What follows belongs to an exercise in optimizing a design on an open flow for small area, a short achievable clock period and few clock cycles; a production flow would make more cautious choices.
RTL that was checked went through simulation tests only; none was proved equivalent to the original.
The RTL of runs 1 to 4 was laid out without a check of its function.
The clock port is modelled as an ideal driver; clocking choices that lean on that would not hold on a real chip.
No activity file was given, so power comes from the tool's default toggle rates.

[flow/design.v]
module calc_crc (
    input [7:0] CRC_I,
    input [7:0] DATA_I,
    output [7:0] CRC_O
);
    assign CRC_O[0] = CRC_I[0] ^ CRC_I[6] ^ CRC_I[7] ^ DATA_I[0] ^ DATA_I[6] ^ DATA_I[7];
    assign CRC_O[1] = CRC_I[0] ^ CRC_I[1] ^ CRC_I[6] ^ DATA_I[0] ^ DATA_I[1] ^ DATA_I[6];
    assign CRC_O[2] = CRC_I[0] ^ CRC_I[1] ^ CRC_I[2] ^ CRC_I[6] ^ DATA_I[0] ^ DATA_I[1] ^ DATA_I[2] ^ DATA_I[6];
    assign CRC_O[3] = CRC_I[1] ^ CRC_I[2] ^ CRC_I[3] ^ CRC_I[7] ^ DATA_I[1] ^ DATA_I[2] ^ DATA_I[3] ^ DATA_I[7];
    assign CRC_O[4] = CRC_I[2] ^ CRC_I[3] ^ CRC_I[4] ^ DATA_I[2] ^ DATA_I[3] ^ DATA_I[4];
    assign CRC_O[5] = CRC_I[3] ^ CRC_I[4] ^ CRC_I[5] ^ DATA_I[3] ^ DATA_I[4] ^ DATA_I[5];
    assign CRC_O[6] = CRC_I[4] ^ CRC_I[5] ^ CRC_I[6] ^ DATA_I[4] ^ DATA_I[5] ^ DATA_I[6];
    assign CRC_O[7] = CRC_I[5] ^ CRC_I[6] ^ CRC_I[7] ^ DATA_I[5] ^ DATA_I[6] ^ DATA_I[7];
endmodule
module AxisCrcChecker(
  input        clock,
  input        reset,
  output       io_AxisSlv_ready,
  input        io_AxisSlv_valid,
  input        io_AxisSlv_bits_Tlast,
  input  [7:0] io_AxisSlv_bits_Tdata,
  input        io_AxisMst_ready,
  output       io_AxisMst_valid,
  output       io_AxisMst_bits_Tlast,
  output [7:0] io_AxisMst_bits_Tdata
);
  localparam N  = 1024;           
  localparam LW = 6;              
  localparam LR = 5;              
  localparam KW = N >> LW;        
  localparam KR = N >> LR;        
  localparam [LR-1:0] RC = {LR{1'b1}};  
  localparam QD = 10;             
  localparam QL = 4;
  reg        in_rdy;
  reg  [1:0] b_cnt;
  wire       rdy_i = ~b_cnt[1];
  wire       acc = io_AxisSlv_valid & rdy_i;
  reg  [7:0] crc;
  wire [7:0] crc_n;
  calc_crc u_calc_crc (.CRC_I(crc), .DATA_I(io_AxisSlv_bits_Tdata), .CRC_O(crc_n));
  wire       in_g = (crc_n == 8'h00);
  always @(posedge clock) begin
    if (reset) crc <= 8'hff;
    else if (acc) crc <= io_AxisSlv_bits_Tlast ? 8'hff : crc_n;
  end
  reg [9:0] bq0, bq1;             
  reg       b_wp, b_rp;
  wire      b_ne = (b_cnt != 2'd0);
  wire [9:0] b_head = b_rp ? bq1 : bq0;
  wire [7:0] w_d = b_head[7:0];
  wire       w_l = b_head[8];
  wire       w_g = b_head[9];
  always @(posedge clock) begin
    if (acc & ~b_wp) bq0 <= {in_g, io_AxisSlv_bits_Tlast, io_AxisSlv_bits_Tdata};
    if (acc &  b_wp) bq1 <= {in_g, io_AxisSlv_bits_Tlast, io_AxisSlv_bits_Tdata};
  end
  reg  [9:0]  wp;
  reg  [10:0] w_id;
  reg  [10:0] r_id;
  reg  [9:0]  rp;
  reg         r_al;               
  reg  [9:0]  pk_len;             
  reg         cur_v;              
  reg  [9:0]  rem;                
  reg         lastb;              
  reg [10:0]   qq [0:QD-1];
  reg [QL-1:0] q_wp, q_rp;
  reg [QL:0]   q_cnt;
  wire [10:0]  q_head = qq[q_rp];
  wire         q_ne = (q_cnt != 0);
  wire         q_room = (q_cnt != QD);
  wire full   = (w_id[9:0] == r_id[9:0]) & (w_id[10] != r_id[10]);
  wire w_al   = (wp[LW-1:0] == 0);
  wire wr     = b_ne & w_al & ~full & (~w_l | q_room);
  wire empty  = (w_id == r_id);
  wire hold   = empty & w_al & ~wr;
  wire [9-LW:0] w_tap = wp[9:LW];
  reg        credit;
  reg  [1:0] f_used;              
  wire       rd    = cur_v & r_al & credit;
  wire       next  = ~cur_v | (rd & lastb);
  wire       load  = next & q_ne;
  wire       skip  = load & ~q_head[10];
  wire [9:0] rp_sk = rp - q_head[9:0] - rd;
  reg  [8*N-1:0] ring;
  wire [8*N-1:0] rot = {ring[8*N-9:0], ring[8*N-1:8*N-8]};
  integer k;
  always @(posedge clock) begin
    ring <= rot;
    for (k = 0; k < KW; k = k + 1)
      if (wr && w_tap == k) ring[8*(k<<LW) +: 8] <= w_d;
  end
  wire [8*KR-1:0] taps;
  genvar g;
  generate
    for (g = 0; g < KR; g = g + 1) begin : g_tap
      assign taps[8*g +: 8] = ring[8*((g<<LR)+RC) +: 8];
    end
  endgenerate
  wire [7:0] x_d = taps[8*rp[9:LR] +: 8];
  wire       x_l = lastb;
  wire       x_v = rd;
  reg pop_q;
  wire [1:0] b_cnt_n = b_cnt + acc - wr;
  always @(posedge clock) begin
    if (wr & w_l) qq[q_wp] <= {w_g, pk_len};
  end
  wire [1:0] f_next = f_used + rd - pop_q;
  always @(posedge clock) begin
    if (reset) begin
      wp <= 10'd0;
      w_id <= 11'd0;
      r_id <= 11'd0;
      rp <= 10'd1023;
      r_al <= 1'b1;
      pk_len <= 10'd0;
      cur_v <= 1'b0;
      rem <= 10'd0;
      lastb <= 1'b0;
      b_wp <= 1'b0; b_rp <= 1'b0; b_cnt <= 2'd0;
      q_wp <= 0; q_rp <= 0; q_cnt <= 0;
      in_rdy <= 1'b1;
      f_used <= 2'd0;
      credit <= 1'b0;
    end else begin
      if (acc) b_wp <= ~b_wp;
      if (wr)  b_rp <= ~b_rp;
      b_cnt <= b_cnt_n;
      in_rdy <= ~b_cnt_n[1];
      if (wr) begin
        w_id <= w_id + 11'd1;
        pk_len <= w_l ? 10'd0 : pk_len + 10'd1;
      end else if (~hold) wp <= wp + 10'd1;
      if (wr & w_l) q_wp <= (q_wp == QD - 1) ? 0 : q_wp + 1'b1;
      q_cnt <= q_cnt + (wr & w_l) - load;
      if (load) q_rp <= (q_rp == QD - 1) ? 0 : q_rp + 1'b1;
      if (next) cur_v <= load & q_head[10];
      if (load) begin
        rem <= q_head[9:0];
        lastb <= (q_head[9:0] == 10'd0);
      end else if (rd) begin
        rem <= rem - 10'd1;
        lastb <= (rem == 10'd1);
      end
      if (skip) r_id <= r_id + {1'b0, q_head[9:0]} + 11'd1 + rd;
      else if (rd) r_id <= r_id + 11'd1;
      if (skip) begin
        rp <= rp_sk;
        r_al <= (rp_sk[LR-1:0] == RC);
      end else if (~rd & ~hold) begin
        rp <= rp + 10'd1;
        r_al <= (rp[LR-1:0] == RC - 1'b1);
      end
      f_used <= f_next;
      credit <= (f_next != 2'd3);
    end
  end
  reg [8:0] oq0, oq1, oq2;
  reg [1:0] oq_wp, oq_rp, oq_cnt;
  reg       o_v;
  reg [7:0] o_d;
  reg       o_l;
  wire       oq_ne  = (oq_cnt != 2'd0);
  wire [1:0] oq_rp1 = (oq_rp == 2'd2) ? 2'd0 : oq_rp + 2'd1;
  wire [8:0] x_e    = {x_l, x_d};
  wire [8:0] e_rp   = (oq_rp  == 2'd0) ? oq0 : (oq_rp  == 2'd1) ? oq1 : oq2;
  wire [8:0] e_rp1  = (oq_rp1 == 2'd0) ? oq0 : (oq_rp1 == 2'd1) ? oq1 : oq2;
  wire [1:0] cnt_h  = oq_cnt + x_v;
  wire [8:0] nh_h   = oq_ne ? e_rp : x_e;
  wire [1:0] cnt_p  = oq_cnt + x_v - oq_ne;
  wire [1:0] rp_p   = oq_ne ? oq_rp1 : oq_rp;
  wire [8:0] nh_p   = oq_cnt[1] ? e_rp1 : x_e;
  always @(posedge clock) begin
    if (x_v && oq_wp == 2'd0) oq0 <= x_e;
    if (x_v && oq_wp == 2'd1) oq1 <= x_e;
    if (x_v && oq_wp == 2'd2) oq2 <= x_e;
    {o_l, o_d} <= io_AxisMst_ready ? nh_p : nh_h;
    if (reset) begin
      o_v <= 1'b0;
      oq_wp <= 2'd0; oq_rp <= 2'd0; oq_cnt <= 2'd0;
      pop_q <= 1'b0;
    end else begin
      pop_q <= io_AxisMst_ready & oq_ne;
      o_v <= io_AxisMst_ready ? (cnt_p != 2'd0) : (cnt_h != 2'd0);
      if (x_v) oq_wp <= (oq_wp == 2'd2) ? 2'd0 : oq_wp + 2'd1;
      oq_rp <= io_AxisMst_ready ? rp_p : oq_rp;
      oq_cnt <= io_AxisMst_ready ? cnt_p : cnt_h;
    end
  end
  assign io_AxisSlv_ready      = in_rdy;
  assign io_AxisMst_valid      = o_v;
  assign io_AxisMst_bits_Tdata = o_d;
  assign io_AxisMst_bits_Tlast = o_l;
endmodule
[flow/flow/run.sh]
#!/bin/bash
set -euo pipefail
export BUFFER_PORTS_ARGS="-buffer_cell sky130_fd_sc_hd__buf_4"
export SETUP_SLACK_MARGIN=11
bash standard.sh place > standard_place.log 2>&1
openroad -no_init -exit flow/placeio.tcl > placeio.log 2>&1
bash standard.sh cts > standard_cts.log 2>&1
openroad -no_init -exit flow/unroot.tcl > unroot.log 2>&1
bash standard.sh > standard_finish.log 2>&1
[flow/flow/placeio.tcl]
# Move each flip-flop whose output feeds only an output port's buffer next to
# that buffer, then legalize the placement.
set res orfs/results/$::env(FLOW_PLATFORM)/AxisCrcChecker/base
read_db $res/3_place.odb
set block [ord::get_db_block]
proc driver_of {net} {
  foreach it [$net getITerms] { if {[$it isOutputSignal]} { return $it } }
  return ""
}
set moved 0
foreach bt [$block getBTerms] {
  if {[$bt getIoType] ne "OUTPUT"} { continue }
  set net [$bt getNet]
  set bit [driver_of $net]
  if {$bit eq ""} { continue }
  set buf [$bit getInst]
  set inet ""
  foreach it [$buf getITerms] { if {[$it isInputSignal]} { set inet [$it getNet] } }
  if {$inet eq ""} { continue }
  set fit [driver_of $inet]
  if {$fit eq ""} { continue }
  set ff [$fit getInst]
  set m [[$ff getMaster] getName]
  if {![string match "*__df*" $m] && ![string match "*__edf*" $m]} { continue }
  if {[llength [$inet getITerms]] != 2} { continue }
  set loc [$buf getLocation]
  $ff setLocation [lindex $loc 0] [lindex $loc 1]
  $ff setPlacementStatus PLACED
  puts "moved [$ff getName] ($m) next to [$buf getName] for [$bt getName]"
  incr moved
}
puts "moved $moved flip-flops"
detailed_placement
check_placement -verbose
write_db $res/3_place.odb
[flow/flow/unroot.tcl]
set res orfs/results/$::env(FLOW_PLATFORM)/AxisCrcChecker/base
read_db $res/4_cts.odb
set block [ord::get_db_block]
set port [$block findBTerm clock]
set cnet [$port getNet]
set its [$cnet getITerms]
puts "clock port net [$cnet getName] feeds [llength $its] pins"
if {[llength $its] == 1} {
  set root [[lindex $its 0] getInst]
  set master [[$root getMaster] getName]
  set onet ""
  foreach it [$root getITerms] {
    if {[$it isOutputSignal]} { set onet [$it getNet] }
  }
  set loads [$onet getITerms]
  set nload 0
  foreach it $loads { if {[$it isInputSignal]} { incr nload } }
  puts "root [$root getName] ($master) drives [$onet getName] with $nload loads"
  if {[string match "*clkbuf*" $master] && $nload <= 4 && [llength [$onet getBTerms]] == 0} {
    foreach it $loads {
      if {[$it isInputSignal]} {
        $it disconnect
        $it connect $cnet
      }
    }
    foreach it [$root getITerms] { $it disconnect }
    odb::dbInst_destroy $root
    odb::dbNet_destroy $onet
    puts "removed root buffer; clock port now feeds [llength [$cnet getITerms]] pins"
  }
}
write_db $res/4_cts.odb
[flow/standard.sh]
#!/bin/bash
# synth_recipe.tcl (not shown) runs the flow's synth.tcl, then flattens the netlist and writes it again
# the make line also repeats each setting of config.mk as NAME=value (left out here)
make -C /OpenROAD-flow-scripts/flow DESIGN_CONFIG=/design/flow/config.mk WORK_HOME=/design/flow/orfs CLKGATE_MAP_FILE= SYNTH_SCRIPT=/design/flow/synth_recipe.tcl "${@:-finish}"
[flow/config.mk]
export PLATFORM = sky130hd
export DESIGN_NAME = AxisCrcChecker
export DESIGN_NICKNAME = AxisCrcChecker
export VERILOG_FILES = /design/flow/design.v
export SDC_FILE = /design/flow/constraint.sdc
export NUM_CORES = 8
export LEC_CHECK = 0
export CAP_MARGIN = 40
export CORE_MARGIN = 2
export CORE_UTILIZATION = 60
export CTS_BUF_LIST = sky130_fd_sc_hd__clkbuf_16
export CTS_CLUSTER_DIAMETER = 100
export CTS_CLUSTER_SIZE = 30
export GPL_TIMING_DRIVEN = 1
export PLACE_DENSITY = 0.7
export SLEW_MARGIN = 40
export SYNTH_MEMORY_MAX_BITS = 16384
[flow/constraint.sdc]
create_clock -name core_clock -period 15.0 [get_ports {clock}]
set_input_delay 3.0000 -clock core_clock [delete_from_list [all_inputs] [get_ports {clock}]]
set_output_delay 3.0000 -clock core_clock [all_outputs]
set_load 0.01 [all_outputs]
==> run_results.csv, run 1 <==
group,metric,value,unit
setup_path,timing.critical_path.from_type,"flop",
min_path,worstHoldPathType,"reg -> reg",
timing,timing.clock.skew,44.1,ps
timing,setup_viol,0,
setup_path,crit_required,12000,ps
timing,setup_slack,10880,ps
logic_synthesis,netlist_instances,9595,
logic_synthesis,yosysWarnings,1,
clock_tree,clk_path_buf_depth,4,
setup_path,critPathArrivalTime,1120,ps
setup_path,critPathCaptureType,"primary output",
clock_tree,h-tree-depth,5,
setup_path,worstSetupPathDepth,1,
setup_path,worst_r2r_endpoint,"r_id[10]",
die,die_width,553,um
logic_synthesis,synth-async-reset-ratio,0,
job,maxCapViolCount,0,
clock_tree,cts_made_buffers,321,
finish,finish.net_count,9967,
setup_path,worstPathBufferInverterCount,1,
setup_path,timing.reg2reg.worst_path_depth,13,
logic_synthesis,synthDominantAreaCellType,"sky130_fd_sc_hd__dfxtp_1",
global_route,first_global_vias,61600,
timing,fin_crit_sh,0.275,
setup_path,r2r_slack,11070,ps
placement,place_worst_setup_slack,10040,ps
finish,area.growth.synth_to_final,7.73,%
detailed_routing,detail-route-antenna-nets,0,
logic_synthesis,post_synth_main_area_contributors,"sky130_fd_sc_hd__dfxtp_1 92%, sky130_fd_sc_hd__edfxtp_1 2.6%, sky130_fd_sc_hd__mux4_2 1.3%, sky130_fd_sc_hd__mux2_2 1.0%, sky130_fd_sc_hd__ha_1 0.40%",
clock_tree,clkSlewWorstSetupHoldPaths,110,ps
detailed_routing,drt_first_pass_iters,5,
timing,setup-tns-final,0,ps
setup_path,worstSetupPathType,"reg -> out",
detailed_routing,violation_count_after_the_first_detailed_route_iteration,3371,
placement,buffer_ports.inserted,23,
global_route,antenna_found_initial,25,
status,run_status,"complete, no violations",
logic_synthesis,synth_most_common_cell,"sky130_fd_sc_hd__dfxtp_1",
pwr,p_leak,0.0766,uW
die,die_h,553,um
finish,register_area,171000,um^2
setup_path,sequence_of_cells_on_the_critical_path,"buf_6",
clock_tree,clk_latency,690,ps
detailed_routing,via_count,61300,
global_route,maximum_number_of_pins_on_one_net_before_global_route_repair,84,
setup_path,crit_path_end,"io_AxisMst_bits_Tdata[2]",
logic_synthesis,postSynthRegisterBits,8464,
placement,hpwl,133,mm
timing,slew_headroom,0.432,
setup_path,critical-path-max-stage-delay,340,ps
global_route,grt_first_pass_wirelength,356,mm
min_path,min-delay-start,"ring[2251]",
die,boundaryPins,24,
logic_synthesis,netlist-cell-type-count,72,
detailed_routing,routed_wirelength,231,mm
clock_tree,tritoncts_clock_tree,"done",
logic_synthesis,commonest_cells_post_synth,"8,307 x sky130_fd_sc_hd__dfxtp_1, 161 x sky130_fd_sc_hd__mux2_2, 157 x sky130_fd_sc_hd__edfxtp_1",
placement,placedInstanceArea,186000,um^2
timing,rsz0062_at_grt,"true",
pwr,pwr_density_cell,179,nW/um^2
die,core_area,300000,um^2
finish,post-route-cell-area,195000,um^2
setup_path,crit_path_max_fanout,1,
logic_synthesis,postSynth.topFlopCell,"sky130_fd_sc_hd__dfxtp_1",
timing,period_needed,4120,ps
die,initial_core_util,0.603,
setup_path,cpMaxStageDelayCell,"sky130_fd_sc_hd__dfxtp_2",
finish,layout-drive-gt1-share,0.0779,
logic_synthesis,postSynthAreaPerCell,18.9,um^2
detailed_routing,route.detailed.vias_per_inst,4.41,
logic_synthesis,post_synth_instance_area,181000,um^2
clock_tree,cts-root-buf,"sky130_fd_sc_hd__clkbuf_16",
logic_synthesis,synth_edf_count,157,
finish,multi_input_area,9680,um^2
die,row_count,201,
placement,gp_congestion,0.767,
timing,max_freq,243,MHz
clock_tree,count_of_buffers_added_by_post_cts_timing_repair_for_setup,0,
logic_synthesis,seq_area_frac_synth,0.945,
global_route,globalRouteOverflowTotal,0,
logic_synthesis,yosysTopAreaCellShare,0.919,
detailed_routing,mean_routed_wirelength_per_cell,16.6,um
timing,timing_max_transition_violations_final,0,
pwr,ir_worst_vdd,0.110,mV
detailed_routing,route.detailed.drc,0,
global_route,groute.usage.overall,0.150,
setup_path,timing.critical_path.from,"o_d[2]",
die,fp.dieArea,306000,um^2
logic_synthesis,syn-num-nets,9670,
timing,tightestPinTransition,852,ps
clock_tree,sinks_on_the_clock_net,8464,
setup_path,timing.critical_path.max_delay_family,"flip-flops",
timing,hold_viol_final,0,
clock_tree,cts-hold-fix-buffers,0,
finish,num-fill-cells,19600,
placed cells by master (no fill, tap or decap), types with 16 or more instances in the layout:
master	instances
sky130_fd_sc_hd__a211oi_1	22
sky130_fd_sc_hd__a21oi_1	37
sky130_fd_sc_hd__buf_4	44
sky130_fd_sc_hd__clkbuf_16	322
sky130_fd_sc_hd__dfxtp_1	8285
sky130_fd_sc_hd__dfxtp_2	19
sky130_fd_sc_hd__edfxtp_1	157
sky130_fd_sc_hd__ha_1	56
sky130_fd_sc_hd__inv_1	60
sky130_fd_sc_hd__mux2_2	158
sky130_fd_sc_hd__mux2_4	19
sky130_fd_sc_hd__mux2i_1	25
sky130_fd_sc_hd__mux4_2	102
sky130_fd_sc_hd__nand2_1	58
sky130_fd_sc_hd__nand3_1	33
sky130_fd_sc_hd__nor2_1	104
sky130_fd_sc_hd__nor2b_1	16
sky130_fd_sc_hd__nor3_1	25
sky130_fd_sc_hd__nor4_1	19
sky130_fd_sc_hd__o21ai_0	23
sky130_fd_sc_hd__xnor2_1	59
sky130_fd_sc_hd__xor2_1	36
power breakdown:
part,switching [uW],total (uW),internal [uW]
Combinational,947,1590,640
Sequential,267,23300,23000
Clock,6030,9970,3940
Total,7250,34800,27600
layer usage:
layer | vias to the layer above | wire (um) | track usage
met2 | 676 | 100000 | 0.231
met5 | - | 13 | 0
li1 | 30800 | - | -
met3 | 354 | 7930 | 0.0237
met1 | 29500 | 118000 | 0.224
met4 | 2 | 5320 | 0.0362
worst min path at each step:
stage / to / slack (ps) / depth (start not counted)
3_5_place_dp: ring[1117] / 310 / 0
2_1_floorplan: ring[1000] / 310 / 0
5_1_grt: ring[2219] / 310 / 0
4_1_cts: ring[2219] / 300 / 0
3_3_place_gp: ring[8177] / 310 / 0
6_report: ring[2259] / 300 / 0
stage by stage:
step                power, uW  utilization  cells  hold WS, ps
finish                  34800        0.650  13900          302
global route            36100        0.650  13900          309
CTS                     35200        0.650  13900          300
detailed placement      25400        0.621  13500          312
global placement        25300        0.621  13500          310
floorplan               24800            -   9595          310
cell type report:
class	count	area share
flip-flops and latches	8464	0.877
repair buffers	59	0.00270
well taps	3958	0.0254
clock buffers	321	0.0412
clock inverters	44	0.00258
diodes	10	0.000128
multi-input cells	993	0.0497
inverters	54	0.00108
cells by family after synthesis:
| family | count (synthesis) | share of synthesized area |
|---|---|---|
| flops | 8464 | 0.945 |
| xor+xnor | 101 | 0.00489 |
| fa+ha+maj | 62 | 0.00445 |
| simple gates | 356 | 0.0108 |
| compound gates | 168 | 0.00630 |
| mux | 306 | 0.0255 |
| buf+inv | 138 | 0.00319 |
flip-flops by register name, summed over array words and instances (netlist names), 10 cells and up, named ones only:
signal	count
wp	10
bq1	10
w_id	11
rp	10
r_id	11
qq	110
pk_len	10
ring	8192
rem	10
bq0	10
repair_timing:
| item | CTS | global route |
|---|---|---|
| pin swaps | 0 | 0 |
| gates resized for setup | 28 | 18 |
| cloned | 0 | 1 |
| endpoints found under the setup margin | 22 | 31 |
==> inputs of run 2 (changes only) <==
--- a/flow/config.mk
+++ b/flow/config.mk
@@ -9,9 +9,8 @@
 export CORE_MARGIN = 2
 export CORE_UTILIZATION = 60
 export CTS_BUF_LIST = sky130_fd_sc_hd__clkbuf_16
-export CTS_CLUSTER_DIAMETER = 100
-export CTS_CLUSTER_SIZE = 30
-export GPL_TIMING_DRIVEN = 1
+export CTS_CLUSTER_DIAMETER = 60
+export CTS_CLUSTER_SIZE = 34
 export PLACE_DENSITY = 0.7
 export SLEW_MARGIN = 40
 export SYNTH_MEMORY_MAX_BITS = 16384
==> run 2 against run 1 <==
Compared with the run above: the layout now fails its checks (antenna violations); sequential cell count unchanged; synthesized area unchanged; setup slack worse by 44 ps; synthesized cell count unchanged; clock power up 18%; largest power group unchanged; via count is 1.0% higher; largest cell class unchanged; register-to-register slack improved by 70 ps; die area unchanged; highest routed layer unchanged; critical endpoint unchanged; fmax is 1.1% lower; power increased by 5.4%.
==> run_results.csv, run 2 <==
group,metric,value,unit
timing,rsz0062_at_grt,"true",
clock_tree,clk_latency,710,ps
detailed_routing,route.detailed.vias_per_inst,4.38,
timing,max_freq,240,MHz
clock_tree,sinks_on_the_clock_net,8464,
clock_tree,clkSlewWorstSetupHoldPaths,120,ps
clock_tree,cts_made_buffers,352,
die,boundaryPins,24,
logic_synthesis,netlist_instances,9595,
finish,layout-drive-gt1-share,0.0981,
logic_synthesis,postSynth.topFlopCell,"sky130_fd_sc_hd__dfxtp_1",
placement,buffer_ports.inserted,23,
logic_synthesis,postSynthAreaPerCell,18.9,um^2
timing,timing_max_transition_violations_final,0,
placement,placedCellCount,13500,
logic_synthesis,syn-num-nets,9670,
placement,hpwl,133,mm
logic_synthesis,synthDominantAreaCellType,"sky130_fd_sc_hd__dfxtp_1",
setup_path,crit_path_max_fanout,1,
pwr,power_report.internal_total,28500,uW
logic_synthesis,postSynthRegisterBits,8464,
setup_path,timing.critical_path.from,"o_d[2]",
finish,area.growth.synth_to_final,9.82,%
logic_synthesis,synth_edf_count,157,
finish,instances_no_fill,14100,
setup_path,timing.critical_path.max_delay_family,"flip-flops",
status,check-failures,"antenna violations",
finish,largest_reg_flops,8192,
finish,regMostFlops,"ring",
placement,gp_congestion,0.767,
setup_path,timing.critical_path.from_type,"flop",
setup_path,crit_path_end,"io_AxisMst_bits_Tdata[2]",
detailed_routing,via_count,61900,
detailed_routing,routed_wirelength,235,mm
pwr,seq_power_share,0.634,
global_route,first_global_vias,62500,
timing,period_needed,4170,ps
global_route,groute.usage.overall,0.152,
job,maxCapViolCount,0,
pwr,p_leak,0.0783,uW
detailed_routing,drt_first_pass_iters,5,
setup_path,worst_r2r_endpoint,"q_cnt[4]",
logic_synthesis,seq_area_frac_synth,0.945,
global_route,grt_first_pass_wirelength,362,mm
clock_tree,clk_path_buf_depth,4,
setup_path,sequence_of_cells_on_the_critical_path,"buf_6",
die,die_h,553,um
setup_path,crit-reg2reg-launch,"b_rp",
finish,reg_top3,"ring: 8192 flops, qq: 110 flops",
pwr,pwr_density_cell,185,nW/um^2
logic_synthesis,commonest_cells_post_synth,"8,307 x sky130_fd_sc_hd__dfxtp_1, 161 x sky130_fd_sc_hd__mux2_2, 157 x sky130_fd_sc_hd__edfxtp_1",
setup_path,critical-path-max-stage-delay,340,ps
detailed_routing,detail-route-antenna-nets,1,
finish,final_common_cell,"sky130_fd_sc_hd__dfxtp_1",
finish,multi_input_area,9670,um^2
pwr,clk_network_pwr_share,0.322,
setup_path,r2r_slack,11140,ps
timing,tightestPinTransition,857,ps
pwr,netSwitchingPower,8200,uW
timing,slew_headroom,0.429,
timing,timing.clock.skew,72.9,ps
logic_synthesis,synth-async-reset-ratio,0,
setup_path,worstPathBufferInverterCount,1,
detailed_routing,mean_routed_wirelength_per_cell,16.6,um
logic_synthesis,yosysTopAreaCellShare,0.919,
finish,register_area,171000,um^2
timing,setup-tns-final,0,ps
setup_path,critPathCaptureType,"primary output",
die,initial_core_util,0.603,
global_route,globalRouteOverflowTotal,0,
clock_tree,cts-root-buf,"sky130_fd_sc_hd__clkbuf_16",
die,die_width,553,um
global_route,antenna_found_initial,23,
logic_synthesis,synth_most_common_cell,"sky130_fd_sc_hd__dfxtp_1",
clock_tree,h-tree-depth,5,
timing,hold_viol_final,0,
pwr,ir_worst_vdd,0.118,mV
min_path,worstHoldPathType,"reg -> reg",
setup_path,timing.reg2reg.worst_path_depth,14,
timing,fin_crit_sh,0.278,
setup_path,crit_required,12000,ps
pwr,fin_total_pwr,36700,uW
detailed_routing,violation_count_after_the_first_detailed_route_iteration,3415,
pwr,sw_frac_of_total,0.224,
finish,finish.net_count,10000,
die,row_count,201,
finish,num-fill-cells,19200,
pwr,power.combinational.fraction,0.044,
setup_path,worstSetupPathType,"reg -> out",
logic_synthesis,netlist-cell-type-count,72,
logic_synthesis,post_synth_instance_area,181000,um^2
setup_path,critPathArrivalTime,1170,ps
die,core_area,300000,um^2
setup_path,cpMaxStageDelayCell,"sky130_fd_sc_hd__dfxtp_2",
logic_synthesis,yosysWarnings,1,
global_route,maximum_number_of_pins_on_one_net_before_global_route_repair,84,
timing,setup_viol,0,
clock_tree,tritoncts_clock_tree,"done",
setup_path,worstSetupPathDepth,1,
finish,layout_common_cells,"8,286 x sky130_fd_sc_hd__dfxtp_1, 353 x sky130_fd_sc_hd__clkbuf_16, 158 x sky130_fd_sc_hd__mux2_2",
die,fp.dieArea,306000,um^2
detailed_routing,route.detailed.drc,0,
logic_synthesis,post_synth_main_area_contributors,"sky130_fd_sc_hd__dfxtp_1 92%, sky130_fd_sc_hd__edfxtp_1 2.6%, sky130_fd_sc_hd__mux4_2 1.3%, sky130_fd_sc_hd__mux2_2 1.0%, sky130_fd_sc_hd__ha_1 0.40%",
status,run_status,"complete, but fails checks",
-- run 2: how the worst min path moves through the flow --
stage                           from    endpoint  slack (ps)  cells after the start
after CTS                 ring[4808]  ring[4816]         270                      0
after global placement    ring[8169]  ring[8177]         310                      0
final                     ring[7392]  ring[7400]         280                      0
after global routing      ring[7651]  ring[7659]         290                      0
after floorplan            ring[992]  ring[1000]         310                      0
after detailed placement  ring[1109]  ring[1117]         310                      0
-- run 2: per-layer routing --
metal  wire length (um)  up-vias  GRT usage  part of all wire
li1                   -    31100          -                 -
met1             120000    29800      0.227              0.51
met2             103000      646      0.234              0.44
met3               7070      334     0.0220             0.030
met4               5550        2     0.0423             0.024
met5                 13        -          0          0.000055
-- run 2: power groups by stage --
stage / logic, uW / registers, uW / clock network (uW)
detailed placement: 1560 / 23800 / 0
finish: 1610 / 23300 / 11800
global route: 1770 / 23300 / 12900
global placement: 1550 / 23800 / 0
CTS: 1600 / 23300 / 12100
floorplan: 1130 / 23600 / 0
-- run 2: stage by stage --
| step | utilization | worst slack, ps | hold WS (ps) | cell area [um^2] |
|---|---|---|---|---|
| 2_1_floorplan | - | 10820 | 310 | 181000 |
| 5_1_grt | 0.662 | 10780 | 294 | 199000 |
| 3_5_place_dp | 0.621 | 10040 | 312 | 186000 |
| 3_3_place_gp | 0.621 | 9990 | 310 | 186000 |
| 4_1_cts | 0.662 | 10480 | 273 | 199000 |
| 6_report | 0.663 | 10830 | 275 | 199000 |
-- run 2: layout make-up --
| type | instances | area share |
|---|---|---|
| inverters | 54 | 0.00104 |
| flip-flops and latches | 8464 | 0.861 |
| repair buffers | 71 | 0.00320 |
| diodes | 15 | 0.000189 |
| clock buffers | 353 | 0.0444 |
| well taps | 3958 | 0.0249 |
| multi-input cells | 993 | 0.0486 |
| clock inverters | 234 | 0.0170 |
-- run 2: logic make-up (layout without fill, tap and decap cells) --
group	after synthesis	in the layout	share of synthesized area
flip-flops	8464	8464	0.945
multiplexers	306	306	0.0255
adder cells (fa/ha/maj)	62	62	0.00445
AND/OR/NAND/NOR	356	356	0.0108
XOR/XNOR	101	101	0.00489
buffers and inverters	138	712	0.00319
other	0	15	0
AO/OA/AOI/OAI	168	168	0.00630
-- run 2: timing repair --
item	CTS	global route
hold buffers	0	0
gates resized for setup	28	12
setup endpoints to repair	22	31
setup buffers	0	12
pin swaps	0	1
cloned	1	0
==> inputs of run 3 (changes only) <==
--- a/flow/config.mk
+++ b/flow/config.mk
@@ -9,8 +9,8 @@
 export CORE_MARGIN = 2
 export CORE_UTILIZATION = 60
 export CTS_BUF_LIST = sky130_fd_sc_hd__clkbuf_16
-export CTS_CLUSTER_DIAMETER = 60
-export CTS_CLUSTER_SIZE = 34
+export CTS_CLUSTER_DIAMETER = 50
+export CTS_CLUSTER_SIZE = 36
 export PLACE_DENSITY = 0.7
 export SLEW_MARGIN = 40
 export SYNTH_MEMORY_MAX_BITS = 16384
==> run 3 against run 2 <==
Compared with the run above: the run now finishes clean; sequential share of layout area down 2.1 points; combinational power hardly changed; largest power group unchanged; highest routed layer unchanged; global-route usage increased by 0.77 points; clock skew grew 23 ps; cell area increased by 2.5%; clock power grew 23%; wire length increased by 4.5%; first-iteration DRC count is 1.0% lower; power up 7.3%; sequential cell count unchanged.
==> run_results.csv, run 3 <==
group,metric,value,unit
status,run_status,"complete, no violations",
clock_tree,sinks_on_the_clock_net,8464,
placement,buffer_ports.inserted,23,
logic_synthesis,synth-async-reset-ratio,0,
timing,rsz0062_at_grt,"true",
timing,hold_viol_final,0,
logic_synthesis,postSynthAreaPerCell,18.9,um^2
timing,timing_max_transition_violations_final,0,
global_route,globalRouteOverflowTotal,0,
finish,layout-drive-gt1-share,0.119,
pwr,netSwitchingPower,8880,uW
timing,timing.clock.skew,96.4,ps
setup_path,r2r_slack,11130,ps
logic_synthesis,yosysWarnings,1,
detailed_routing,drt_first_pass_iters,5,
die,die_width,553,um
detailed_routing,violation_count_after_the_first_detailed_route_iteration,3380,
clock_tree,clk_path_buf_depth,4,
global_route,groute.usage.overall,0.160,
die,row_count,201,
logic_synthesis,post_synth_adder_cell_area,0.00445,
logic_synthesis,synth_top_family_by_area,"multiplexers",
logic_synthesis,post_synth_and_or_nand_nor_area_fraction,0.0108,
finish,finish.net_count,10100,
finish,regMostFlops,"ring",
die,boundaryPins,24,
clock_tree,cts_made_buffers,469,
finish,layout_common_cells,"8,286 x sky130_fd_sc_hd__dfxtp_1, 470 x sky130_fd_sc_hd__clkbuf_16, 158 x sky130_fd_sc_hd__mux2_2",
clock_tree,h-tree-depth,5,
detailed_routing,route.detailed.drc,0,
logic_synthesis,synthDominantAreaCellType,"sky130_fd_sc_hd__dfxtp_1",
setup_path,crit_required,12000,ps
timing,max_freq,238,MHz
setup_path,worstSetupPathType,"reg -> out",
logic_synthesis,synth_edf_count,157,
timing,fin_crit_sh,0.280,
setup_path,critical-path-max-stage-delay,330,ps
setup_path,timing.critical_path.from,"o_d[2]",
logic_synthesis,netlist_instances,9595,
clock_tree,clk_latency,750,ps
logic_synthesis,post_synth_main_area_contributors,"sky130_fd_sc_hd__dfxtp_1 92%, sky130_fd_sc_hd__edfxtp_1 2.6%, sky130_fd_sc_hd__mux4_2 1.3%, sky130_fd_sc_hd__mux2_2 1.0%, sky130_fd_sc_hd__ha_1 0.40%",
logic_synthesis,synth.area.mux_share,0.0255,
logic_synthesis,synth_most_common_cell,"sky130_fd_sc_hd__dfxtp_1",
setup_path,critPathArrivalTime,1200,ps
pwr,power_report.internal_total,30500,uW
detailed_routing,routed_wirelength,245,mm
finish,area.growth.synth_to_final,12.6,%
timing,tightestPinTransition,807,ps
timing,period_needed,4200,ps
detailed_routing,detail-route-antenna-nets,0,
logic_synthesis,synth_compound_area_frac,0.00630,
finish,largest_reg_flops,8192,
setup_path,crit_path_max_fanout,1,
clock_tree,tritoncts_clock_tree,"done",
logic_synthesis,xor_xnor_portion_of_the_synthesized_cell_area,0.00489,
min_path,worstHoldPathType,"reg -> reg",
clock_tree,clkSlewWorstSetupHoldPaths,90,ps
detailed_routing,via_count,63200,
logic_synthesis,syn-num-nets,9670,
timing,setup-tns-final,0,ps
pwr,seq_power_share,0.590,
placement,hpwl,133,mm
min_path,min-delay-start,"ring[621]",
timing,setup_viol,0,
logic_synthesis,yosysTopAreaCellShare,0.919,
setup_path,critPathCaptureType,"primary output",
global_route,maximum_number_of_pins_on_one_net_before_global_route_repair,84,
logic_synthesis,netlist-cell-type-count,72,
timing,slew_headroom,0.462,
die,fp.dieArea,306000,um^2
logic_synthesis,commonest_cells_post_synth,"8,307 x sky130_fd_sc_hd__dfxtp_1, 161 x sky130_fd_sc_hd__mux2_2, 157 x sky130_fd_sc_hd__edfxtp_1",
setup_path,sequence_of_cells_on_the_critical_path,"buf_6",
die,die_h,553,um
detailed_routing,mean_routed_wirelength_per_cell,17.0,um
pwr,clk_network_pwr_share,0.369,
setup_path,worstPathBufferInverterCount,1,
detailed_routing,route.detailed.vias_per_inst,4.37,
logic_synthesis,post_synth_instance_area,181000,um^2
clock_tree,cts-root-buf,"sky130_fd_sc_hd__clkbuf_16",
finish,final_common_cell,"sky130_fd_sc_hd__dfxtp_1",
pwr,pwr_density_cell,193,nW/um^2
setup_path,timing.critical_path.from_type,"flop",
placement,gp_congestion,0.767,
logic_synthesis,seq_area_frac_synth,0.945,
setup_path,crit-reg2reg-launch,"b_rp",
job,maxCapViolCount,0,
global_route,antenna_found_initial,38,
logic_synthesis,postSynth.topFlopCell,"sky130_fd_sc_hd__dfxtp_1",
finish,reg_top3,"ring: 8192 flops, qq: 110 flops",
global_route,first_global_vias,65500,
pwr,power.combinational.fraction,0.041,
setup_path,cpMaxStageDelayCell,"sky130_fd_sc_hd__dfxtp_2",
pwr,sw_frac_of_total,0.225,
setup_path,timing.critical_path.max_delay_family,"flip-flops",
logic_synthesis,postSynthRegisterBits,8464,
pwr,p_leak,0.0807,uW
global_route,grt_first_pass_wirelength,380,mm
pwr,fin_total_pwr,39400,uW
die,initial_core_util,0.603,
die,core_area,300000,um^2
pwr,ir_worst_vdd,0.140,mV
[run 3: cell counts after synthesis]
Identical to the previous run, type by type.
[run 3: cells by family after synthesis]
group / after synthesis
buf+inv: 138
xor+xnor: 101
fa+ha+maj: 62
mux: 306
flops: 8464
simple gates: 356
compound gates: 168
[run 3: layout make-up]
cell class	count	area (um^2)
clock inverter	421	5570
fill	18500	96200
sequential	8464	171000
timing repair buffer	67	586
antenna	13	32.5
tap	3958	4950
inverter	54	208
clock buffer	469	11700
multi-input combinational	993	9660
[run 3: layer usage]
layer	track usage	vias up	wire length, um
met4	0.0407	2	5450
li1	-	31500	-
met3	0.0261	358	8670
met1	0.230	30400	120000
met2	0.254	862	111000
met5	0	-	13
[run 3: worst paths after layout]
kind	endpoint	cells after the start
setup / recovery	io_AxisMst_bits_Tdata[2]	1
hold reg to reg	ring[629]	0
hold / removal	ring[629]	0
setup reg to reg	q_cnt[4]	14
[run 3: power by group through the flow]
| stage | combinational [uW] | sequential (uW) | clock [uW] |
|---|---|---|---|
| 6_report | 1600 | 23300 | 14500 |
| 2_1_floorplan | 1130 | 23600 | 0 |
| 3_3_place_gp | 1550 | 23800 | 0 |
| 4_1_cts | 1590 | 23300 | 14900 |
| 3_5_place_dp | 1560 | 23800 | 0 |
| 5_1_grt | 1760 | 23300 | 15700 |
[run 3: metrics by stage]
| stage | cells | util | instance area, um^2 | setup WS [ps] | hold slack [ps] |
|---|---|---|---|---|---|
| 2_1_floorplan | 9595 | - | 181000 | 10820 | 310 |
| 3_3_place_gp | 13500 | 0.621 | 186000 | 9990 | 310 |
| 3_5_place_dp | 13500 | 0.621 | 186000 | 10040 | 312 |
| 4_1_cts | 14400 | 0.679 | 204000 | 10440 | 255 |
| 5_1_grt | 14400 | 0.679 | 204000 | 10740 | 259 |
| 6_report | 14400 | 0.679 | 204000 | 10800 | 251 |
[run 3: what timing repair did]
action / CTS / global route
buffers inserted: 0 / 8
pin swaps: 0 / 1
cloned: 0 / 1
hold buffers: 0 / 0
endpoints found under the setup margin: 19 / 30
gates resized for setup: 28 / 11
[run 3: worst register-to-register path, cell delays in order, from the launching register on]
cell,delay [ps]
sky130_fd_sc_hd__dfxtp_1,690
sky130_fd_sc_hd__mux2_2,450
sky130_fd_sc_hd__a41oi_2,310
sky130_fd_sc_hd__and2b_1,330
sky130_fd_sc_hd__nand3_1,360
sky130_fd_sc_hd__ha_1,400
sky130_fd_sc_hd__inv_1,40
sky130_fd_sc_hd__ha_1,190
sky130_fd_sc_hd__inv_1,70
sky130_fd_sc_hd__fa_1,200
sky130_fd_sc_hd__inv_1,50
sky130_fd_sc_hd__a21oi_1,150
sky130_fd_sc_hd__nor2_1,60
sky130_fd_sc_hd__or3_1,350
sky130_fd_sc_hd__a21oi_1,140
==> inputs of run 4 (changes only) <==
--- a/flow/config.mk
+++ b/flow/config.mk
@@ -9,8 +9,8 @@
 export CORE_MARGIN = 2
 export CORE_UTILIZATION = 60
 export CTS_BUF_LIST = sky130_fd_sc_hd__clkbuf_16
-export CTS_CLUSTER_DIAMETER = 50
-export CTS_CLUSTER_SIZE = 36
+export CTS_CLUSTER_DIAMETER = 45
+export CTS_CLUSTER_SIZE = 40
 export PLACE_DENSITY = 0.7
 export SLEW_MARGIN = 40
 export SYNTH_MEMORY_MAX_BITS = 16384
==> run 4 against run 3 <==
Compared with the run above: sequential power hardly changed; power grew 2.1%; die area unchanged; wire length rose by 1.4%; core utilization up 0.41 points; synthesized cell count unchanged; critical path type unchanged; sequential cell count unchanged; via count up 0.76%; fmax barely moved; synthesized area unchanged; clock power up 6%.
==> run_results.csv, run 4 <==
group,metric,value,unit
clock_tree,cts_made_buffers,520,
die,initial_core_util,0.603,
timing,setup_viol,0,
finish,regMostFlops,"ring",
logic_synthesis,synth-async-reset-ratio,0,
detailed_routing,drt_first_pass_iters,5,
placement,hpwl,133,mm
detailed_routing,mean_routed_wirelength_per_cell,17.2,um
die,fp.dieArea,306000,um^2
clock_tree,cts-hold-fix-buffers,0,
logic_synthesis,post_synth_instance_area,181000,um^2
logic_synthesis,seq_area_frac_synth,0.945,
setup_path,critical-path-max-stage-delay,330,ps
global_route,maximum_number_of_pins_on_one_net_before_global_route_repair,84,
logic_synthesis,synthDominantAreaCellType,"sky130_fd_sc_hd__dfxtp_1",
global_route,grtUsageMet3,0.0257,
min_path,worstHoldPathType,"reg -> reg",
logic_synthesis,yosysWarnings,1,
detailed_routing,detail-route-antenna-nets,0,
die,die_h,553,um
clock_tree,clk_path_buf_depth,4,
logic_synthesis,postSynth.topFlopCell,"sky130_fd_sc_hd__dfxtp_1",
clock_tree,tritoncts_clock_tree,"done",
job,maxCapViolCount,0,
global_route,groute.usage.overall,0.163,
detailed_routing,via_count,63600,
global_route,met1_layer_usage_reported_by_global_route,0.233,
finish,final_common_cell,"sky130_fd_sc_hd__dfxtp_1",
placement,placedCellCount,13500,
global_route,global_route.peak_usage_layer,"met2",
setup_path,timing.critical_path.from_type,"flop",
timing,period_needed,4200,ps
finish,largest_reg_flops,8192,
finish,register_area,171000,um^2
global_route,grt_util_met2,0.259,
logic_synthesis,netlist_instances,9595,
setup_path,timing.critical_path.max_delay_family,"flip-flops",
global_route,first_global_vias,66400,
timing,fin_crit_sh,0.280,
finish,layout_common_cells,"8,286 x sky130_fd_sc_hd__dfxtp_1, 525 x sky130_fd_sc_hd__clkbuf_16, 158 x sky130_fd_sc_hd__mux2_2",
timing,hold_viol_final,0,
logic_synthesis,postSynthRegisterBits,8464,
placement,buffer_ports.inserted,23,
timing,timing.clock.skew,89.0,ps
placement,gp_congestion,0.767,
logic_synthesis,post_synth_main_area_contributors,"sky130_fd_sc_hd__dfxtp_1 92%, sky130_fd_sc_hd__edfxtp_1 2.6%, sky130_fd_sc_hd__mux4_2 1.3%, sky130_fd_sc_hd__mux2_2 1.0%, sky130_fd_sc_hd__ha_1 0.40%",
global_route,grt_first_pass_wirelength,386,mm
pwr,p_leak,0.0814,uW
setup_path,worstSetupPathType,"reg -> out",
die,boundaryPins,24,
clock_tree,cts-root-buf,"sky130_fd_sc_hd__clkbuf_16",
detailed_routing,routed_wirelength,249,mm
logic_synthesis,yosysTopAreaCellShare,0.919,
finish,finish.net_count,10200,
die,core_area,300000,um^2
timing,rsz0062_at_grt,"true",
finish,reg_top3,"ring: 8192 flops, qq: 110 flops",
timing,max_freq,238,MHz
detailed_routing,route.detailed.drc,0,
setup_path,crit_required,12000,ps
finish,num-fill-cells,18300,
detailed_routing,violation_count_after_the_first_detailed_route_iteration,3317,
detailed_routing,route.detailed.vias_per_inst,4.39,
finish,instances_no_fill,14500,
setup_path,critPathCaptureType,"primary output",
logic_synthesis,synth_edf_count,157,
finish,layout-drive-gt1-share,0.126,
setup_path,cpMaxStageDelayCell,"sky130_fd_sc_hd__dfxtp_2",
status,run_status,"complete, no violations",
timing,timing_max_transition_violations_final,0,
timing,tightestPinTransition,831,ps
die,row_count,201,
global_route,antenna_found_initial,26,
setup_path,critPathArrivalTime,1200,ps
clock_tree,clkSlewWorstSetupHoldPaths,100,ps
setup_path,sequence_of_cells_on_the_critical_path,"buf_6",
clock_tree,clk_latency,760,ps
clock_tree,sinks_on_the_clock_net,8464,
logic_synthesis,syn-num-nets,9670,
die,die_width,553,um
finish,area.growth.synth_to_final,13.3,%
timing,slew_headroom,0.446,
pwr,pwr_density_cell,196,nW/um^2
global_route,globalRouteOverflowTotal,0,
clock_tree,h-tree-depth,6,
logic_synthesis,netlist-cell-type-count,72,
logic_synthesis,synth_most_common_cell,"sky130_fd_sc_hd__dfxtp_1",
setup_path,crit_path_max_fanout,1,
timing,setup-tns-final,0,ps
logic_synthesis,postSynthAreaPerCell,18.9,um^2
pwr,ir_worst_vdd,0.138,mV
setup_path,worstPathBufferInverterCount,1,
logic_synthesis,commonest_cells_post_synth,"8,307 x sky130_fd_sc_hd__dfxtp_1, 161 x sky130_fd_sc_hd__mux2_2, 157 x sky130_fd_sc_hd__edfxtp_1",
finish,multi_input_area,9680,um^2
[run 4: changes by cell type in the layout (fill, tap and decap cells not counted), sizes merged]
cell,previous run,this run
clkinv,203,159
inv,189,249
bufinv,40,32
diode,13,8
clkbuf,470,525
clkinvlp,43,40
bufbuf,0,1
buf,66,69
[run 4: path summary, 6_finish.rpt]
path,endpoint,slack (ps),start,cells after the start
hold / removal,ring[6880],270,ring[6872],0
hold reg to reg,ring[6880],270,ring[6872],0
setup / recovery,io_AxisMst_bits_Tdata[2],10800,o_d[2],1
setup reg to reg,q_cnt[4],11150,b_rp,14
[run 4: metrics by stage]
step                      worst slack (ps)   util  instance area [um^2]  total power, uW  hold WS [ps]
final                                10800  0.683                205000            40200           267
after global routing                 10750  0.683                205000            41600           274
after CTS                            10430  0.683                205000            40600           273
after detailed placement             10040  0.621                186000            25400           312
after global placement                9990  0.621                186000            25300           310
after floorplan                      10820      -                181000            24800           310
[run 4: logic make-up after synthesis]
| group | count (synthesis) | share of synthesized area |
|---|---|---|
| AOI/OAI and AO/OA | 168 | 0.00630 |
| xor gates and xnor gates | 101 | 0.00489 |
| and+or+nand+nor | 356 | 0.0108 |
| muxes | 306 | 0.0255 |
| adders and majority gates | 62 | 0.00445 |
| buffers and inverters | 138 | 0.00319 |
| DFF | 8464 | 0.945 |
[run 4: power breakdown]
part           switching (uW)  total [uW]  internal (uW)  leakage [uW]
combinational             954        1610            657       0.00416
sequential                275       23300          23000        0.0683
clock                    7870       15300           7470       0.00896
[run 4: layout make-up]
class | count | share of cell area
clock inverter | 426 | 0.0262
multi-input combinational | 993 | 0.0472
antenna | 8 | 0.0000976
tap | 3958 | 0.0242
inverter | 54 | 0.00101
sequential | 8464 | 0.834
clock buffer | 525 | 0.0641
timing repair buffer | 70 | 0.00298
[run 4: metal layers]
layer / vias up / share of wire
met5: - / 0
met4: 0 / 0.024
met3: 448 / 0.033
met2: 843 / 0.46
met1: 30600 / 0.49
li1: 31700 / -
[run 4: what timing repair did]
item	in CTS	in global routing
endpoints found under the setup margin	23	30
pin swaps	0	1
setup buffers	0	11
hold endpoints to repair	0	0
resized for setup	28	12
gates cloned	1	0
==> inputs of run 5 (changes only) <==
--- a/flow/design.v
+++ b/flow/design.v
@@ -56,9 +56,8 @@
     if (acc &  b_wp) bq1 <= {in_g, io_AxisSlv_bits_Tlast, io_AxisSlv_bits_Tdata};
   end
   reg  [9:0]  wp;
-  reg  [10:0] w_id;
-  reg  [10:0] r_id;
   reg  [9:0]  rp;
+  reg         wfull;
   reg         r_al;               
   reg  [9:0]  pk_len;             
   reg         cur_v;              
@@ -70,10 +69,11 @@
   wire [10:0]  q_head = qq[q_rp];
   wire         q_ne = (q_cnt != 0);
   wire         q_room = (q_cnt != QD);
-  wire full   = (w_id[9:0] == r_id[9:0]) & (w_id[10] != r_id[10]);
+  wire eq     = (rp + 10'd1 == wp);
+  wire full   = eq & wfull;
   wire w_al   = (wp[LW-1:0] == 0);
   wire wr     = b_ne & w_al & ~full & (~w_l | q_room);
-  wire empty  = (w_id == r_id);
+  wire empty  = eq & ~wfull;
   wire hold   = empty & w_al & ~wr;
   wire [9-LW:0] w_tap = wp[9:LW];
   reg        credit;
@@ -110,8 +110,7 @@
   always @(posedge clock) begin
     if (reset) begin
       wp <= 10'd0;
-      w_id <= 11'd0;
-      r_id <= 11'd0;
+      wfull <= 1'b0;
       rp <= 10'd1023;
       r_al <= 1'b1;
       pk_len <= 10'd0;
@@ -129,7 +128,6 @@
       b_cnt <= b_cnt_n;
       in_rdy <= ~b_cnt_n[1];
       if (wr) begin
-        w_id <= w_id + 11'd1;
         pk_len <= w_l ? 10'd0 : pk_len + 10'd1;
       end else if (~hold) wp <= wp + 10'd1;
       if (wr & w_l) q_wp <= (q_wp == QD - 1) ? 0 : q_wp + 1'b1;
@@ -143,8 +141,8 @@
         rem <= rem - 10'd1;
         lastb <= (rem == 10'd1);
       end
-      if (skip) r_id <= r_id + {1'b0, q_head[9:0]} + 11'd1 + rd;
-      else if (rd) r_id <= r_id + 11'd1;
+      if (wr) wfull <= 1'b1;
+      else if (rd | skip) wfull <= 1'b0;
       if (skip) begin
         rp <= rp_sk;
         r_al <= (rp_sk[LR-1:0] == RC);
--- a/flow/config.mk
+++ b/flow/config.mk
@@ -5,12 +5,13 @@
 export SDC_FILE = /design/flow/constraint.sdc
 export NUM_CORES = 8
 export LEC_CHECK = 0
+export ABC_AREA = 1
 export CAP_MARGIN = 40
 export CORE_MARGIN = 2
 export CORE_UTILIZATION = 60
 export CTS_BUF_LIST = sky130_fd_sc_hd__clkbuf_16
-export CTS_CLUSTER_DIAMETER = 45
-export CTS_CLUSTER_SIZE = 40
+export CTS_CLUSTER_DIAMETER = 100
+export CTS_CLUSTER_SIZE = 30
 export PLACE_DENSITY = 0.7
 export SLEW_MARGIN = 40
 export SYNTH_MEMORY_MAX_BITS = 16384
==> run 5 against run 4 <==
Compared with the run above: still clean on timing, DRC and antenna; die area decreased by 0.30%; clock power decreased by 34%; synthesized cell count increased by 7.3%; fmax is 0.70% higher; cell area fell by 5.2%; first-iteration DRC count grew 28%; global-route usage decreased by 0.39 points; critical path type unchanged; highest routed layer unchanged.
==> run_results.csv, run 5 <==
group,metric,value,unit
min_path,worstHoldPathType,"reg -> reg",
setup_path,critical-path-max-stage-delay,350,ps
setup_path,worst_r2r_endpoint,"q_cnt[4]",
die,initial_core_util,0.602,
logic_synthesis,synth_edf_count,157,
die,fp.dieArea,305000,um^2
finish,fin_util,0.649,
global_route,maximum_number_of_pins_on_one_net_before_global_route_repair,67,
placement,placedInstanceArea,185000,um^2
detailed_routing,violation_count_after_the_first_detailed_route_iteration,4262,
timing,timing_max_transition_violations_final,0,
global_route,grtUsageMet3,0.0281,
timing,hold_viol_final,0,
detailed_routing,route.detailed.drc,0,
status,run_status,"complete, no violations",
clock_tree,sinks_on_the_clock_net,8443,
logic_synthesis,seq_area_frac_synth,0.945,
finish,area.growth.synth_to_final,7.75,%
detailed_routing,route.detailed.vias_per_inst,4.44,
die,die_width,552,um
setup_path,worstPathBufferInverterCount,1,
timing,max_freq,240,MHz
finish,largest_reg_flops,8192,
pwr,ir_worst_vdd,0.134,mV
finish,regMostFlops,"ring",
finish,layout_common_cells,"8,266 x sky130_fd_sc_hd__dfxtp_1, 340 x sky130_fd_sc_hd__nor2_1, 333 x sky130_fd_sc_hd__clkbuf_16",
die,boundaryPins,24,
finish,finish.net_count,10600,
logic_synthesis,post_synth_instance_area,180000,um^2
clock_tree,tritoncts_clock_tree,"done",
clock_tree,clk_path_buf_depth,4,
setup_path,crit-reg2reg-launch,"rp[8]",
setup_path,crit_required,12000,ps
setup_path,timing.critical_path.max_delay_family,"flip-flops",
logic_synthesis,post_synth_main_area_contributors,"sky130_fd_sc_hd__dfxtp_1 92%, sky130_fd_sc_hd__edfxtp_1 2.6%, sky130_fd_sc_hd__o21ai_0 0.81%, sky130_fd_sc_hd__nor2_1 0.74%, sky130_fd_sc_hd__nand2_1 0.67%",
timing,period_needed,4170,ps
timing,tightestPinTransition,807,ps
min_path,worstHoldPathCells,0,
detailed_routing,mean_routed_wirelength_per_cell,16.9,um
logic_synthesis,synth_most_common_cell,"sky130_fd_sc_hd__dfxtp_1",
finish,reg_top3,"ring: 8192 flops, qq: 110 flops",
min_path,min-delay-start,"ring[5324]",
placement,gp_congestion,0.769,
clock_tree,h-tree-depth,5,
placement,hpwl,141,mm
global_route,globalRouteOverflowTotal,0,
global_route,met1_layer_usage_reported_by_global_route,0.238,
global_route,grt_util_met2,0.238,
clock_tree,clk_latency,670,ps
min_path,worstHoldEndpoint,"ring[5332]",
setup_path,timing.critical_path.from_type,"flop",
setup_path,r2r_slack,11110,ps
global_route,antenna_found_initial,25,
timing,slew_headroom,0.458,
pwr,fin_total_pwr,35600,uW
finish,final_common_cell,"sky130_fd_sc_hd__dfxtp_1",
detailed_routing,routed_wirelength,246,mm
setup_path,critPathCaptureType,"primary output",
pwr,pwr_density_cell,183,nW/um^2
global_route,grt_first_pass_wirelength,374,mm
logic_synthesis,synth-async-reset-ratio,0,
setup_path,critPathArrivalTime,1170,ps
logic_synthesis,postSynth.topFlopCell,"sky130_fd_sc_hd__dfxtp_1",
logic_synthesis,syn-num-nets,10300,
placement,buffer_ports.inserted,23,
die,core_area,300000,um^2
setup_path,sequence_of_cells_on_the_critical_path,"buf_8",
logic_synthesis,commonest_cells_post_synth,"8,286 x sky130_fd_sc_hd__dfxtp_1, 354 x sky130_fd_sc_hd__nor2_1, 321 x sky130_fd_sc_hd__nand2_1",
timing,rsz0062_at_grt,"true",
timing,setup-tns-final,0,ps
logic_synthesis,yosysTopAreaCellShare,0.919,
setup_path,timing.reg2reg.worst_path_depth,19,
setup_path,cpMaxStageDelayCell,"sky130_fd_sc_hd__dfxtp_2",
logic_synthesis,netlist_instances,10300,
global_route,groute.usage.overall,0.159,
detailed_routing,drt_first_pass_iters,5,
logic_synthesis,netlist-cell-type-count,50,
detailed_routing,via_count,64700,
clock_tree,cts-root-buf,"sky130_fd_sc_hd__clkbuf_16",
logic_synthesis,yosysWarnings,1,
clock_tree,clkSlewWorstSetupHoldPaths,110,ps
global_route,global_route.peak_usage_layer,"met1",
clock_tree,cts_made_buffers,324,
timing,fin_crit_sh,0.278,
global_route,first_global_vias,64700,
pwr,p_leak,0.0765,uW
timing,setup_viol,0,
die,row_count,201,
finish,post-route-cell-area,194000,um^2
logic_synthesis,synthDominantAreaCellType,"sky130_fd_sc_hd__dfxtp_1",
die,die_h,552,um
job,maxCapViolCount,0,
logic_synthesis,postSynthRegisterBits,8443,
logic_synthesis,postSynthAreaPerCell,17.5,um^2
finish,num-fill-cells,19800,
setup_path,crit_path_max_fanout,1,
setup_path,worstSetupPathType,"reg -> out",
detailed_routing,detail-route-antenna-nets,0,
timing,timing.clock.skew,32.5,ps
finish,layout-drive-gt1-share,0.0584,
## run 5: cell types whose count changed in the layout (fill, tap and decap cells not counted), sizes merged, moves of 85 or more
cell,before,now
o211ai,3,88
nand2,59,356
nand3,34,124
nor2,107,360
mux4,102,0
mux2,179,0
inv,249,151
o21ai,24,376
clkinv,159,26
clkbuf,525,333
## run 5: worst max path at each step
| stage | end | start | slack [ps] | cells past startpoint |
|---|---|---|---|---|
| 6_report | io_AxisSlv_ready | in_rdy | 10830 | 1 |
| 5_1_grt | io_AxisSlv_ready | in_rdy | 10780 | 1 |
| 4_1_cts | io_AxisSlv_ready | in_rdy | 10470 | 1 |
| 3_5_place_dp | o_v | reset | 10220 | 6 |
| 3_3_place_gp | o_v | reset | 10230 | 6 |
| 2_1_floorplan | b_cnt[1] | io_AxisSlv_valid | 10920 | 9 |
## run 5: metrics by stage
stage / hold slack, ps / setup WS, ps / std cells
floorplan: 310 / 10920 / 10300
global placement: 309 / 10230 / 14200
detailed placement: 312 / 10220 / 14200
CTS: 304 / 10470 / 14600
global route: 313 / 10780 / 14600
finish: 307 / 10830 / 14600
## run 5: cell type report
cell class / count / area [um^2] / area share
Sequential cell: 8443 / 171000 / 0.877
Multi-Input combinational cell: 1588 / 8860 / 0.0456
Clock buffer: 329 / 8230 / 0.0423
Tap cell: 3958 / 4950 / 0.0255
Timing Repair Buffer: 60 / 642 / 0.00330
Clock inverter: 41 / 577 / 0.00297
Inverter: 139 / 543 / 0.00279
Antenna cell: 6 / 15.0 / 0.0000772
## run 5: power breakdown
group / total, uW / internal [uW] / leakage (uW) / switching [uW]
Sequential: 23200 / 22900 / 0.0682 / 234
Clock: 10100 / 4060 / 0.00435 / 6080
Combinational: 2260 / 669 / 0.00398 / 1590
## run 5: cell families (layout without fill, tap and decap cells)
group / Yosys count / after routing / synth area share
xor gates and xnor gates: 66 / 66 / 0.00320
and+or+nand+nor: 888 / 888 / 0.0215
DFF: 8443 / 8443 / 0.945
other: 0 / 6 / 0
muxes: 8 / 8 / 0.000444
buffers and inverters: 264 / 569 / 0.00670
AOI/OAI and AO/OA: 587 / 587 / 0.0200
adders and majority gates: 39 / 39 / 0.00283
## run 5: routing by layer
metal / wire length [um] / vias up
li1: - / 32600
met1: 124000 / 30800
met4: 6130 / 0
met3: 11500 / 342
met5: 0 / -
met2: 104000 / 985
## run 5: repair_timing
item                                    in CTS  in global routing
hold buffers                                 0                  0
setup buffers                                1                  2
cloned                                       0                  3
resized for setup                           38                 17
endpoints found under the setup margin      59                 29
Testbench counts of run 5, summed over its fixed seeds: cycles 46,214.
==> inputs of run 6 (changes only) <==
--- a/flow/config.mk
+++ b/flow/config.mk
@@ -5,7 +5,6 @@
 export SDC_FILE = /design/flow/constraint.sdc
 export NUM_CORES = 8
 export LEC_CHECK = 0
-export ABC_AREA = 1
 export CAP_MARGIN = 40
 export CORE_MARGIN = 2
 export CORE_UTILIZATION = 60
==> run 6 against run 5 <==
Compared with the run above: still clean on timing, DRC and antenna; synthesized area is 0.59% lower; worst hold slack better by 11 ps; fmax increased by 0.72%; register-to-register slack gained 40 ps; sequential power barely moved.
==> run_results.csv, run 6 <==
group,metric,value,unit
status,run_status,"complete, no violations",
global_route,first_global_vias,61300,
clock_tree,clkSlewWorstSetupHoldPaths,100,ps
logic_synthesis,synth_edf_count,157,
logic_synthesis,syn-num-nets,9646,
die,boundaryPins,24,
finish,final_common_cell,"sky130_fd_sc_hd__dfxtp_1",
finish,largest_reg_flops,8192,
finish,area.growth.synth_to_final,8.18,%
logic_synthesis,netlist-cell-type-count,71,
logic_synthesis,netlist_instances,9594,
timing,setup_slack,10860,ps
global_route,grt_first_pass_wirelength,347,mm
finish,num-fill-cells,19500,
logic_synthesis,seq_area_frac_synth,0.951,
die,core_area,297000,um^2
pwr,fin_total_pwr,34600,uW
global_route,globalRouteOverflowTotal,0,
setup_path,timing.critical_path.max_delay_family,"flip-flops",
setup_path,critPathCaptureType,"primary output",
finish,layout-drive-gt1-share,0.0711,
detailed_routing,routed_wirelength,227,mm
setup_path,crit_path_max_fanout,1,
finish,reg_top3,"ring: 8192 flops, qq: 110 flops",
detailed_routing,route.detailed.vias_per_inst,4.40,
logic_synthesis,postSynth.topFlopCell,"sky130_fd_sc_hd__dfxtp_1",
detailed_routing,violation_count_after_the_first_detailed_route_iteration,3466,
timing,max_freq,242,MHz
detailed_routing,mean_routed_wirelength_per_cell,16.3,um
clock_tree,cts-hold-fix-buffers,0,
global_route,antenna_found_initial,35,
pwr,p_leak,0.0760,uW
setup_path,sequence_of_cells_on_the_critical_path,"buf_6",
clock_tree,clk_path_buf_depth,4,
timing,timing_max_transition_violations_final,0,
clock_tree,cts-root-buf,"sky130_fd_sc_hd__clkbuf_16",
setup_path,worst_r2r_endpoint,"rp[8]",
placement,buffer_ports.inserted,23,
timing,slew_headroom,0.468,
job,maxCapViolCount,0,
detailed_routing,detail-route-antenna-nets,0,
die,fp.dieArea,303000,um^2
logic_synthesis,yosysTopAreaCellShare,0.925,
setup_path,crit_required,12000,ps
placement,place_worst_setup_slack,10030,ps
global_route,maximum_number_of_pins_on_one_net_before_global_route_repair,72,
logic_synthesis,commonest_cells_post_synth,"8,286 x sky130_fd_sc_hd__dfxtp_1, 172 x sky130_fd_sc_hd__nand2_1, 157 x sky130_fd_sc_hd__edfxtp_1",
timing,rsz0062_at_grt,"true",
setup_path,worstSetupPathType,"reg -> out",
die,die_h,551,um
clock_tree,cts_made_buffers,322,
clock_tree,tritoncts_clock_tree,"done",
die,row_count,200,
setup_path,worstPathBufferInverterCount,1,
timing,hold_ws,318,ps
min_path,worstHoldPathType,"reg -> reg",
detailed_routing,via_count,61200,
min_path,worstHoldPathCells,0,
clock_tree,sinks_on_the_clock_net,8443,
logic_synthesis,synth_most_common_cell,"sky130_fd_sc_hd__dfxtp_1",
timing,setup-tns-final,0,ps
timing,period_needed,4140,ps
setup_path,critPathArrivalTime,1140,ps
setup_path,cpMaxStageDelayCell,"sky130_fd_sc_hd__dfxtp_2",
min_path,min-delay-start,"ring[5010]",
setup_path,timing.critical_path.from_type,"flop",
die,die_width,551,um
pwr,pwr_density_cell,178,nW/um^2
finish,layout_common_cells,"8,262 x sky130_fd_sc_hd__dfxtp_1, 331 x sky130_fd_sc_hd__clkbuf_16, 171 x sky130_fd_sc_hd__nand2_1",
setup_path,timing.critical_path.from,"o_d[3]",
setup_path,r2r_slack,11150,ps
finish,finish.net_count,9966,
pwr,ir_worst_vdd,0.119,mV
clock_tree,h-tree-depth,5,
die,initial_core_util,0.603,
logic_synthesis,yosysWarnings,1,
finish,regMostFlops,"ring",
global_route,groute.usage.overall,0.148,
min_path,worstHoldEndpoint,"ring[5018]",
logic_synthesis,post_synth_instance_area,179000,um^2
timing,tightestPinTransition,797,ps
clock_tree,clk_latency,700,ps
finish,instances_no_fill,13900,
logic_synthesis,post_synth_main_area_contributors,"sky130_fd_sc_hd__dfxtp_1 92%, sky130_fd_sc_hd__edfxtp_1 2.6%, sky130_fd_sc_hd__mux4_2 1.3%, sky130_fd_sc_hd__o21ai_0 0.41%, sky130_fd_sc_hd__nand2_1 0.36%",
setup_path,timing.reg2reg.worst_path_depth,16,
timing,timing.clock.skew,44.2,ps
detailed_routing,route.detailed.drc,0,
placement,gp_congestion,0.788,
logic_synthesis,postSynthAreaPerCell,18.7,um^2
placement,placedCellCount,13500,
logic_synthesis,synth-async-reset-ratio,0,
timing,fin_crit_sh,0.276,
logic_synthesis,postSynthRegisterBits,8443,
placement,hpwl,131,mm
logic_synthesis,synthDominantAreaCellType,"sky130_fd_sc_hd__dfxtp_1",
timing,setup_viol,0,
setup_path,critical-path-max-stage-delay,340,ps
timing,hold_viol_final,0,
detailed_routing,drt_first_pass_iters,5,
## run 6: power breakdown
| part | internal, uW | total, uW | switching (uW) |
|---|---|---|---|
| sequential | 22900 | 23100 | 189 |
| combinational | 609 | 1450 | 840 |
| clock | 4030 | 10100 | 6020 |
## run 6: repair_timing
action,CTS,global route
pin swaps,0,10
gates resized for setup,48,26
setup buffers,11,19
setup endpoints to repair,68,46
cloned,1,2
## run 6: metrics by stage
stage / area [um^2] / utilization
2_1_floorplan: 180000 / -
3_3_place_gp: 185000 / 0.621
3_5_place_dp: 185000 / 0.621
4_1_cts: 194000 / 0.652
5_1_grt: 194000 / 0.653
6_report: 194000 / 0.653
## run 6: metal layers
| layer | GRT usage | vias to the layer above | part of all wire |
|---|---|---|---|
| met2 | 0.218 | 721 | 0.41 |
| li1 | - | 30700 | - |
| met3 | 0.0248 | 356 | 0.038 |
| met4 | 0.0356 | 0 | 0.021 |
| met5 | 0 | - | 0 |
| met1 | 0.230 | 29400 | 0.53 |
## run 6: area by class of cell
type | count | area, um^2 | share of cell area
Sequential cell | 8443 | 171000 | 0.879
Multi-Input combinational cell | 999 | 8580 | 0.0442
Clock buffer | 329 | 8230 | 0.0424
Tap cell | 3939 | 4930 | 0.0254
Timing Repair Buffer | 101 | 1010 | 0.00519
Clock inverter | 40 | 488 | 0.00251
Inverter | 48 | 185 | 0.000954
Antenna cell | 8 | 20.0 | 0.000103
## run 6: how the worst max path moves through the flow
stage | cells past startpoint | to | slack [ps]
CTS | 1 | io_AxisMst_bits_Tdata[3] | 10550
finish | 1 | io_AxisMst_bits_Tdata[3] | 10860
detailed placement | 4 | bq0[4] | 10030
global route | 1 | io_AxisMst_bits_Tdata[3] | 10820
floorplan | 10 | in_rdy | 10680
global placement | 5 | rp[6] | 9890
## run 6: kinds of logic (layout without fill, tap and decap cells)
kind of cell,after synthesis,count (layout),share of synthesized area
other,0,8,0
XOR/XNOR,78,78,0.00389
adder cells (fa/ha/maj),39,39,0.00285
multiplexers,178,178,0.0173
buffers and inverters,152,518,0.00367
flip-flops,8443,8443,0.951
AND/OR/NAND/NOR,415,415,0.0108
AO/OA/AOI/OAI,289,289,0.0106

## afterwards: timing with drivers on the ports
Ports are ideal in the flow. The routed layouts listed here were re-timed in OpenROAD.
Step 1 (the two cells are an assumption about what drives the block):
set clk [get_ports {clock}]
set_driving_cell -lib_cell sky130_fd_sc_hd__clkbuf_16 $clk
set_driving_cell -lib_cell sky130_fd_sc_hd__buf_2 [delete_from_list [all_inputs] $clk]
Step 2 also shifts input and output timing later by t, the mid clock arrival at the registers, as if the neighbouring blocks saw the same clock.
a / b / c = no drivers / after step 1 / after step 2; a / b = the first two.
run	t (ns)	setup slack, ns	worst hold slack (ns)	latest minus earliest clock arrival (ns)	worst register clock-pin slew, ns
run 1	0.857	10.878 / 10.683 / 10.303	0.302 / 0.301 / 0.301	0.054 / 0.054	0.12 / 0.12
run 2	0.867	10.834 / 10.638 / 10.292	0.275 / 0.275 / 0.275	0.077 / 0.076	0.12 / 0.12
run 3	0.902	10.803 / 10.603 / 10.295	0.251 / 0.251 / 0.251	0.107 / 0.107	0.11 / 0.11
run 4	0.922	10.805 / 10.606 / 10.216	0.267 / 0.267 / 0.267	0.095 / 0.096	0.10 / 0.10
run 5	0.863	10.834 / 10.627 / 10.364	0.307 / 0.307 / 0.307	0.041 / 0.041	0.11 / 0.11
run 6	0.865	10.864 / 10.675 / 10.285	0.318 / 0.318 / 0.318	0.066 / 0.065	0.12 / 0.12
For run 4, which loses most, drivers alone change the setup slack by -0.199 ns; drivers and shift together by -0.589 ns.
